What follows belongs to an exercise in optimizing a design on an open flow for small area; a production flow would make more cautious choices. Function was checked by simulation only, so behaviour that the tests miss may differ from the original.

==> inputs of run A <==
==> flow/design.v <==
module gcode_parser (
	input         i_Clock,
	input         i_Reset,
	input         i_GValid,
	input  [7:0]  i_GData,
	input         i_TValid,
	input  [7:0]  i_TData,
	output [19:0] o_FBinary,
	output [19:0] o_XBinary,
	output [19:0] o_YBinary,
	output [19:0] o_ZBinary,
	output [19:0] o_EBinary,
	output [7:0]  o_S1Binary,
	output [7:0]  o_S2Binary,
	output [7:0]  o_S3Binary,
	output [7:0]  o_HBinary,
	output [7:0]  o_BBinary,
	output        o_XDirection,
	output        o_YDirection,
	output        o_ZDirection,
	output        o_EDirection,
	output        o_GLineComplete,
	output        o_TLineComplete
	);
	function [19:0] ripple20(input [19:0] a, input [19:0] b, input ci);
		integer i;
		reg c;
		begin
			c = ci;
			for (i = 0; i < 20; i = i + 1) begin
				ripple20[i] = a[i] ^ b[i] ^ c;
				c = a[i] & b[i] | a[i] & c | b[i] & c;
			end
		end
	endfunction
	function [7:0] ripple8(input [7:0] a, input [7:0] b, input ci);
		integer i;
		reg c;
		begin
			c = ci;
			for (i = 0; i < 8; i = i + 1) begin
				ripple8[i] = a[i] ^ b[i] ^ c;
				c = a[i] & b[i] | a[i] & c | b[i] & c;
			end
		end
	endfunction
	localparam G_IDLE = 4'b0000, G_CMD = 4'b0110,
	           G_X = 4'b0001, G_Y = 4'b0010, G_Z = 4'b0011, G_E = 4'b0100, G_F = 4'b0101,
	           G_S1 = 4'b1001, G_S2 = 4'b1101, G_S3 = 4'b1111;
	reg  [3:0]  g_state;
	reg  [6:0]  g_cnt;       
	reg         g_lc;
	reg  [23:0] w_f;                  
	reg  [23:0] w_x, w_y, w_z, w_e;   
	reg  [19:0] r_f, r_x, r_y, r_z, r_e;
	reg  [7:0]  r_s1, r_s2, r_s3;
	reg         r_dx, r_dy, r_dz, r_de;
	wire       g_take = i_GValid & (g_cnt == 7'd0);
	wire       g_cr   = i_GData == 8'd13;
	wire       g_sp   = i_GData == 8'd32;
	wire       g_mi   = i_GData == 8'd45;
	wire [3:0] g_dig  = i_GData[3:0];
	wire g_idle  = g_state == G_IDLE;
	wire g_sline = g_state[3];
	wire g_gline = ~g_idle & ~g_sline;
	wire g_start = g_take & g_idle & ((i_GData == 8'd72) | (i_GData == 8'd66) |
	                                  (i_GData == 8'd83) | (i_GData == 8'd71));
	wire g_chr   = g_take & ~g_cr & (g_sline | ~g_sp & ~g_mi);
	wire [2:0] g_fld = g_state[2:0];
	wire d_x = g_chr & (g_sline | (g_fld == 3'd1));
	wire d_y = g_chr & ~g_sline & (g_fld == 3'd2);
	wire d_z = g_chr & ~g_sline & (g_fld == 3'd3);
	wire d_e = g_chr & ~g_sline & (g_fld == 3'd4);
	wire d_f = g_chr & ~g_sline & (g_fld == 3'd5);
	wire [3:0] g_q    = g_cnt[6:3];
	wire [2:0] g_ph   = g_cnt[2:0];
	wire       g_step = g_ph[2] | g_ph[1];
	wire       g_first = g_ph == 3'd7;
	wire       g_rnd  = (g_q == 4'd11) | (g_q == 4'd10) | (g_q == 4'd9) |
	                    (g_q == 4'd8) | (g_q == 4'd7);
	wire       g_rot  = g_rnd & g_step;           
	wire       g_wide = g_rot & g_gline;
	wire [3:0] g_msd  = w_f[23:20];
	wire       s_cv   = g_sline & ((g_cnt == 7'd100) & ~t_cv | (g_cnt == 7'd99) & t_cv1);
	wire [2:0] g_da = g_msd[2:0] | {3{g_msd[3]}};
	wire       g_dc = g_msd[3] & g_msd[0];
	wire [19:0] e_acc = ripple20({r_e[16:0], g_da}, {r_e[18:0], g_msd[3]}, g_dc);
	always @(posedge i_Clock or posedge i_Reset) begin
		if (i_Reset) begin
			g_state <= G_IDLE;
			g_cnt   <= 7'd0;
			g_lc    <= 1'b0;
			w_f <= 24'd0;
			r_f <= 20'd0; r_x <= 20'd0; r_y <= 20'd0; r_z <= 20'd0; r_e <= 20'd0;
			r_s1 <= 8'd0; r_s2 <= 8'd0; r_s3 <= 8'd0;
			r_dx <= 1'b0; r_dy <= 1'b0; r_dz <= 1'b0; r_de <= 1'b0;
		end else begin
			g_lc <= g_cnt != 7'd0;
			if (g_cnt != 7'd0)
				g_cnt <= g_cnt - 7'd1;
			else if (g_take & g_cr & ~g_idle)
				g_cnt <= 7'd101;
			if (g_cnt != 7'd0) begin
				if (g_q == 4'd6) g_state <= G_IDLE;
			end else if (g_take) begin
				if (g_idle) begin
					if (i_GData == 8'd72) g_state <= G_S1;
					else if (i_GData == 8'd66) g_state <= G_S2;
					else if (i_GData == 8'd83) g_state <= G_S3;
					else if (i_GData == 8'd71) g_state <= G_CMD;
				end else if (g_state == G_CMD) begin
					if (i_GData == 8'd70) g_state <= G_F;
					else if (i_GData == 8'd88) g_state <= G_X;
					else if (i_GData == 8'd89) g_state <= G_Y;
					else if (i_GData == 8'd90) g_state <= G_Z;
					else if (i_GData == 8'd69) g_state <= G_E;
				end else if (~g_sline & g_sp)
					g_state <= G_CMD;
			end
			if (g_take & g_idle & (i_GData == 8'd71)) begin
				r_dx <= 1'b0; r_dy <= 1'b0; r_dz <= 1'b0; r_de <= 1'b0;
			end
			if (g_take & g_mi & (g_state == G_X)) r_dx <= 1'b1;
			if (g_take & g_mi & (g_state == G_Y)) r_dy <= 1'b1;
			if (g_take & g_mi & (g_state == G_Z)) r_dz <= 1'b1;
			if (g_take & g_mi & (g_state == G_E)) r_de <= 1'b1;
			if (d_f) w_f <= {w_f[19:0], g_dig};
			else if (g_rot) w_f <= {w_f[19:0], w_x[23:20]};
			if (g_wide) begin
				if (g_first) begin
					r_f <= r_x; r_x <= r_y; r_y <= r_z; r_z <= r_e;
					r_e <= {16'd0, g_msd};
				end else
					r_e <= e_acc;
			end
			if (s_cv & (g_state == G_S1)) r_s1 <= cv3;
			if (s_cv & (g_state == G_S2)) r_s2 <= cv3;
			if (s_cv & (g_state == G_S3)) r_s3 <= cv3;
		end
	end
	always @(posedge i_Clock) begin
		if (g_start) begin
			w_x <= 24'd0; w_y <= 24'd0; w_z <= 24'd0; w_e <= 24'd0;
		end else begin
			if (d_x) w_x <= {w_x[19:0], g_dig};
			else if (g_rot) w_x <= {w_x[19:0], w_y[23:20]};
			if (d_y) w_y <= {w_y[19:0], g_dig};
			else if (g_rot) w_y <= {w_y[19:0], w_z[23:20]};
			if (d_z) w_z <= {w_z[19:0], g_dig};
			else if (g_rot) w_z <= {w_z[19:0], w_e[23:20]};
			if (d_e) w_e <= {w_e[19:0], g_dig};
			else if (g_rot) w_e <= {w_e[19:0], w_f[23:20]};
		end
	end
	assign o_FBinary = r_f;
	assign o_XBinary = r_x;
	assign o_YBinary = r_y;
	assign o_ZBinary = r_z;
	assign o_EBinary = r_e;
	assign o_S1Binary = r_s1;
	assign o_S2Binary = r_s2;
	assign o_S3Binary = r_s3;
	assign o_XDirection = r_dx;
	assign o_YDirection = r_dy;
	assign o_ZDirection = r_dz;
	assign o_EDirection = r_de;
	assign o_GLineComplete = g_lc;
	localparam T_IDLE = 2'd0, T_H = 2'd1, T_B = 2'd2;
	reg  [1:0]  t_state;
	reg         t_win;
	reg         t_lc;
	reg  [11:0] w_t;         
	reg  [7:0]  r_h, r_b;
	wire       t_last = t_lc & (w_t[6:0] == 7'd100);
	wire       t_take = i_TValid & (~t_win | t_last);
	wire       t_cr   = i_TData == 8'd13;
	wire       t_idle = t_last | (t_state == T_IDLE);
	wire       t_h    = i_TData == 8'd72;
	wire       t_b    = i_TData == 8'd66;
	wire       t_start = t_take & t_idle & (t_h | t_b);
	wire       t_cv   = t_win & ~t_lc;
	wire       t_cv1  = t_lc & (w_t[6:0] == 7'd0);    
	wire [11:0] cv_in = s_cv ? w_x[11:0] : w_t;
	wire [3:0]  cv_a = cv_in[11:8], cv_b = cv_in[7:4], cv_c = cv_in[3:0];
	reg  [7:0]  cv_p;
	always @* begin
		if (cv_a[3])
			cv_p = cv_a[0] ? 8'd132 : 8'd32;
		else case (cv_a[2:0])
			3'd0: cv_p = 8'd0;   3'd1: cv_p = 8'd100; 3'd2: cv_p = 8'd200; 3'd3: cv_p = 8'd44;
			3'd4: cv_p = 8'd144; 3'd5: cv_p = 8'd244; 3'd6: cv_p = 8'd88;  default: cv_p = 8'd188;
		endcase
	end
	wire [7:0] cv_q = ripple8({1'b0, cv_b, cv_c[2:0] | {3{cv_c[3]}}}, {3'd0, cv_b, cv_c[3]},
	                          cv_c[3] & cv_c[0]);
	wire [7:0] cv3  = ripple8(cv_p, cv_q, 1'b0);
	always @(posedge i_Clock or posedge i_Reset) begin
		if (i_Reset) begin
			t_state <= T_IDLE;
			t_win   <= 1'b0;
			t_lc    <= 1'b0;
			r_h     <= 8'd0;
			r_b     <= 8'd0;
		end else begin
			if (t_last) begin
				t_win <= 1'b0;
				t_lc  <= 1'b0;
			end else if (t_win)
				t_lc <= 1'b1;
			else if (t_take & t_cr & ~t_idle)
				t_win <= 1'b1;
			if (t_last | t_take & t_idle)
				t_state <= t_start & t_h ? T_H : t_start ? T_B : T_IDLE;
			if (t_cv & (t_state == T_H)) r_h <= cv3;
			if (t_cv & (t_state == T_B)) r_b <= cv3;
		end
	end
	always @(posedge i_Clock) begin
		if (t_start) w_t <= 12'd0;
		else if (t_take & ~t_idle & ~t_cr) w_t <= {w_t[7:0], i_TData[3:0]};
		else if (t_cv) w_t[6:0] <= 7'd0;
		else if (t_win) w_t[6:0] <= w_t[6:0] + 7'd1;
	end
	assign o_HBinary = r_h;
	assign o_BBinary = r_b;
	assign o_TLineComplete = t_lc;
endmodule
==> flow/flow/run.sh <==
#!/bin/bash
# The standard layout (standard.sh: the ORFS flow and synthesis script),
# with three options changed:
#  - ABC maps the logic for area (strash; dch -f; amap) instead of ORFS's
#    delay-oriented script; flip-flops are mapped before ABC, as before;
#  - port buffers are sky130_fd_sc_hd__buf_1 instead of the buffer_ports
#    default (a clkdlybuf4s50_1 delay cell);
#  - clock tree: clkbuf_8 cluster buffers and no dummy loads.
# make's full output goes to flow.log here; ORFS keeps each step's log under
# orfs/logs/.
set -euo pipefail
rm -rf scripts_area
cp -r "$FLOW_HOME/scripts" scripts_area
printf 'strash\ndch -f\namap\ntopo\n' > scripts_area/abc_speed.script
bash standard.sh \
  "SCRIPTS_DIR=$PWD/scripts_area" \
  "BUFFER_PORTS_ARGS=-buffer_cell sky130_fd_sc_hd__buf_1" \
  "CTS_ARGS=-sink_clustering_enable -repair_clock_nets -buf_list sky130_fd_sc_hd__clkbuf_16 -sink_clustering_size 30 -sink_clustering_max_diameter 100 -dont_use_dummy_load" \
  finish > flow.log 2>&1
==> flow/standard.sh <==
#!/bin/bash
# synth_recipe.tcl (not shown) runs the flow's synth.tcl, then flattens the netlist and writes it again
# the make line also repeats each setting of config.mk as NAME=value (left out here)
make -C /OpenROAD-flow-scripts/flow DESIGN_CONFIG=/design/flow/config.mk WORK_HOME=/design/flow/orfs CLKGATE_MAP_FILE= SYNTH_SCRIPT=/design/flow/synth_recipe.tcl "${@:-finish}"
==> flow/config.mk <==
export PLATFORM = sky130hd
export DESIGN_NAME = gcode_parser
export DESIGN_NICKNAME = gcode_parser
export VERILOG_FILES = /design/flow/design.v
export SDC_FILE = /design/flow/constraint.sdc
export NUM_CORES = 4
export LEC_CHECK = 0
export CAP_MARGIN = 20
export CORE_MARGIN = 2
export CORE_UTILIZATION = 55
export GPL_TIMING_DRIVEN = 0
export SLEW_MARGIN = 20
==> flow/constraint.sdc <==
create_clock -name core_clock -period 10.0 [get_ports {i_Clock}]
set_input_delay 2.0000 -clock core_clock [delete_from_list [all_inputs] [get_ports {i_Clock}]]
set_output_delay 2.0000 -clock core_clock [all_outputs]
set_load 0.01 [all_outputs]
==> run P (differences from run A) <==
--- a/flow/design.v
+++ b/flow/design.v
@@ -82,5 +82,5 @@
 	wire       g_wide = g_rot & g_gline;
 	wire [3:0] g_msd  = w_f[23:20];
-	wire       s_cv   = g_sline & ((g_cnt == 7'd100) & ~t_cv | (g_cnt == 7'd99) & t_cv1);
+	wire       s_cv   = g_sline & (g_cnt == 7'd100);
 	wire [2:0] g_da = g_msd[2:0] | {3{g_msd[3]}};
 	wire       g_dc = g_msd[3] & g_msd[0];
@@ -168,17 +168,14 @@
 	localparam T_IDLE = 2'd0, T_H = 2'd1, T_B = 2'd2;
 	reg  [1:0]  t_state;
-	reg         t_win;
+	reg  [6:0]  t_cnt;
 	reg         t_lc;
 	reg  [11:0] w_t;         
 	reg  [7:0]  r_h, r_b;
-	wire       t_last = t_lc & (w_t[6:0] == 7'd100);
-	wire       t_take = i_TValid & (~t_win | t_last);
+	wire       t_take = i_TValid & (t_cnt == 7'd0);
 	wire       t_cr   = i_TData == 8'd13;
-	wire       t_idle = t_last | (t_state == T_IDLE);
-	wire       t_h    = i_TData == 8'd72;
-	wire       t_b    = i_TData == 8'd66;
-	wire       t_start = t_take & t_idle & (t_h | t_b);
-	wire       t_cv   = t_win & ~t_lc;
-	wire       t_cv1  = t_lc & (w_t[6:0] == 7'd0);    
+	wire       t_idle = t_state == T_IDLE;
+	wire       t_start = t_take & t_idle & ((i_TData == 8'd72) | (i_TData == 8'd66));
+	wire       t_cv   = ~t_idle & ((t_cnt == 7'd100) & ~s_cv |
+	                               (t_cnt == 7'd99) & g_sline & (g_cnt == 7'd99));
 	wire [11:0] cv_in = s_cv ? w_x[11:0] : w_t;
 	wire [3:0]  cv_a = cv_in[11:8], cv_b = cv_in[7:4], cv_c = cv_in[3:0];
@@ -198,18 +195,20 @@
 		if (i_Reset) begin
 			t_state <= T_IDLE;
-			t_win   <= 1'b0;
+			t_cnt   <= 7'd0;
 			t_lc    <= 1'b0;
 			r_h     <= 8'd0;
 			r_b     <= 8'd0;
 		end else begin
-			if (t_last) begin
-				t_win <= 1'b0;
-				t_lc  <= 1'b0;
-			end else if (t_win)
-				t_lc <= 1'b1;
+			t_lc <= t_cnt != 7'd0;
+			if (t_cnt != 7'd0)
+				t_cnt <= t_cnt - 7'd1;
 			else if (t_take & t_cr & ~t_idle)
-				t_win <= 1'b1;
-			if (t_last | t_take & t_idle)
-				t_state <= t_start & t_h ? T_H : t_start ? T_B : T_IDLE;
+				t_cnt <= 7'd101;
+			if (t_cnt != 7'd0) begin
+				if (t_cnt == 7'd1) t_state <= T_IDLE;
+			end else if (t_take & t_idle) begin
+				if (i_TData == 8'd72) t_state <= T_H;
+				else if (i_TData == 8'd66) t_state <= T_B;
+			end
 			if (t_cv & (t_state == T_H)) r_h <= cv3;
 			if (t_cv & (t_state == T_B)) r_b <= cv3;
@@ -219,6 +218,4 @@
 		if (t_start) w_t <= 12'd0;
 		else if (t_take & ~t_idle & ~t_cr) w_t <= {w_t[7:0], i_TData[3:0]};
-		else if (t_cv) w_t[6:0] <= 7'd0;
-		else if (t_win) w_t[6:0] <= w_t[6:0] + 7'd1;
 	end
 	assign o_HBinary = r_h;
--- a/flow/flow/run.sh
+++ b/flow/flow/run.sh
@@ -16,4 +16,4 @@
   "SCRIPTS_DIR=$PWD/scripts_area" \
   "BUFFER_PORTS_ARGS=-buffer_cell sky130_fd_sc_hd__buf_1" \
-  "CTS_ARGS=-sink_clustering_enable -repair_clock_nets -buf_list sky130_fd_sc_hd__clkbuf_16 -sink_clustering_size 30 -sink_clustering_max_diameter 100 -dont_use_dummy_load" \
+  "CTS_ARGS=-sink_clustering_enable -repair_clock_nets -buf_list sky130_fd_sc_hd__clkbuf_8 -sink_clustering_size 16 -sink_clustering_max_diameter 50 -dont_use_dummy_load" \
   finish > flow.log 2>&1
CORE_UTILIZATION = 40   (was 55)
GPL_TIMING_DRIVEN = default   (was 0)
==> flow_summary.json <==
{
  "pwr.group.sequential_mw": 1.77,
  "final_min_period_over_clock_period_pct": 79.8,
  "power_frac_clock_pct": 19.6,
  "run_status": "timing/DRC/antenna clean",
  "intPower_mw": 2.27,
  "hpwlAfterDp_mm": 17.8,
  "synth.area.top_cells": "sky130_fd_sc_hd__dfrtp_1, sky130_fd_sc_hd__dfxtp_1, sky130_fd_sc_hd__o22a_1",
  "route.final.wire_length_mm": 26.6,
  "grt_start_max_net_pins": 113,
  "synthMostInstantiatedCell": "sky130_fd_sc_hd__dfrtp_1",
  "yosysSeqAreaShare_pct": 59.4,
  "groute.layer.met3.usage_pct": 3.35
}
That was run P.
==> flow_summary.json <==
{
  "seq_cells": 292,
  "run_status": "timing/DRC/antenna clean",
  "drc": 0,
  "pwr.group.sequential_mw": 1.80,
  "relSlewSlack_pct": 39.5,
  "synth.area.top_cells": "sky130_fd_sc_hd__dfrtp_1, sky130_fd_sc_hd__dfxtp_1, sky130_fd_sc_hd__o22a_1",
  "detail_route.wl_per_cell_microns": 16.3,
  "worst_setup_path_endpoint": "r_e[19]",
  "area_growth_syn_to_layout_pct": 14.1,
  "groute.layer.met3.usage_pct": 2.91,
  "synth.area.mux_share_pct": 0,
  "route.final.wire_length_mm": 24.6,
  "grt_start_max_net_pins": 84,
  "p_seq_share_pct": 52.0,
  "yosysSeqAreaShare_pct": 58.7,
  "final_min_period_over_clock_period_pct": 80.7,
  "regToRegStartpoint": "r_e[0]",
  "globalRoute.busiestLayer": "met2",
  "synthMostInstantiatedCell": "sky130_fd_sc_hd__nor2_1",
  "power_frac_clock_pct": 16.7,
  "intPower_mw": 2.25
}
That was run A.

what the ideal ports hide:
How much do the figures lean on ideal ports? The routed layouts below were timed once more, with nothing changed but the port constraints. Step 1 (the two cells are an assumption about what drives the block):
set clk [get_ports {i_Clock}]
set_driving_cell -lib_cell sky130_fd_sc_hd__clkbuf_16 $clk
set_driving_cell -lib_cell sky130_fd_sc_hd__buf_2 [delete_from_list [all_inputs] $clk]
Step 2 adds t to the input delays and takes it off the output delays; t is the mean of the earliest and latest rising clock arrival at the registers after step 1. Input paths then give back, and output paths get back, about the clock's delay inside the block. a / b / c = ideal ports / drivers / drivers and shift; a / b = the first two.
| run | t (ns) | slack for setup (ns) | hold WS [ns] | latest minus earliest clock arrival (ns) | cell pins on the clock port's net |
|---|---|---|---|---|---|
| run A | 0.524 | 1.926 / 1.926 / 1.926 | 0.488 / 0.488 / 0.488 | 0.023 / 0.022 | 1 |
| run P | 0.554 | 2.021 / 2.021 / 2.021 | 0.473 / 0.473 / 0.473 | 0.075 / 0.074 | 1 |
After both steps setup and hold are still met in every run listed.
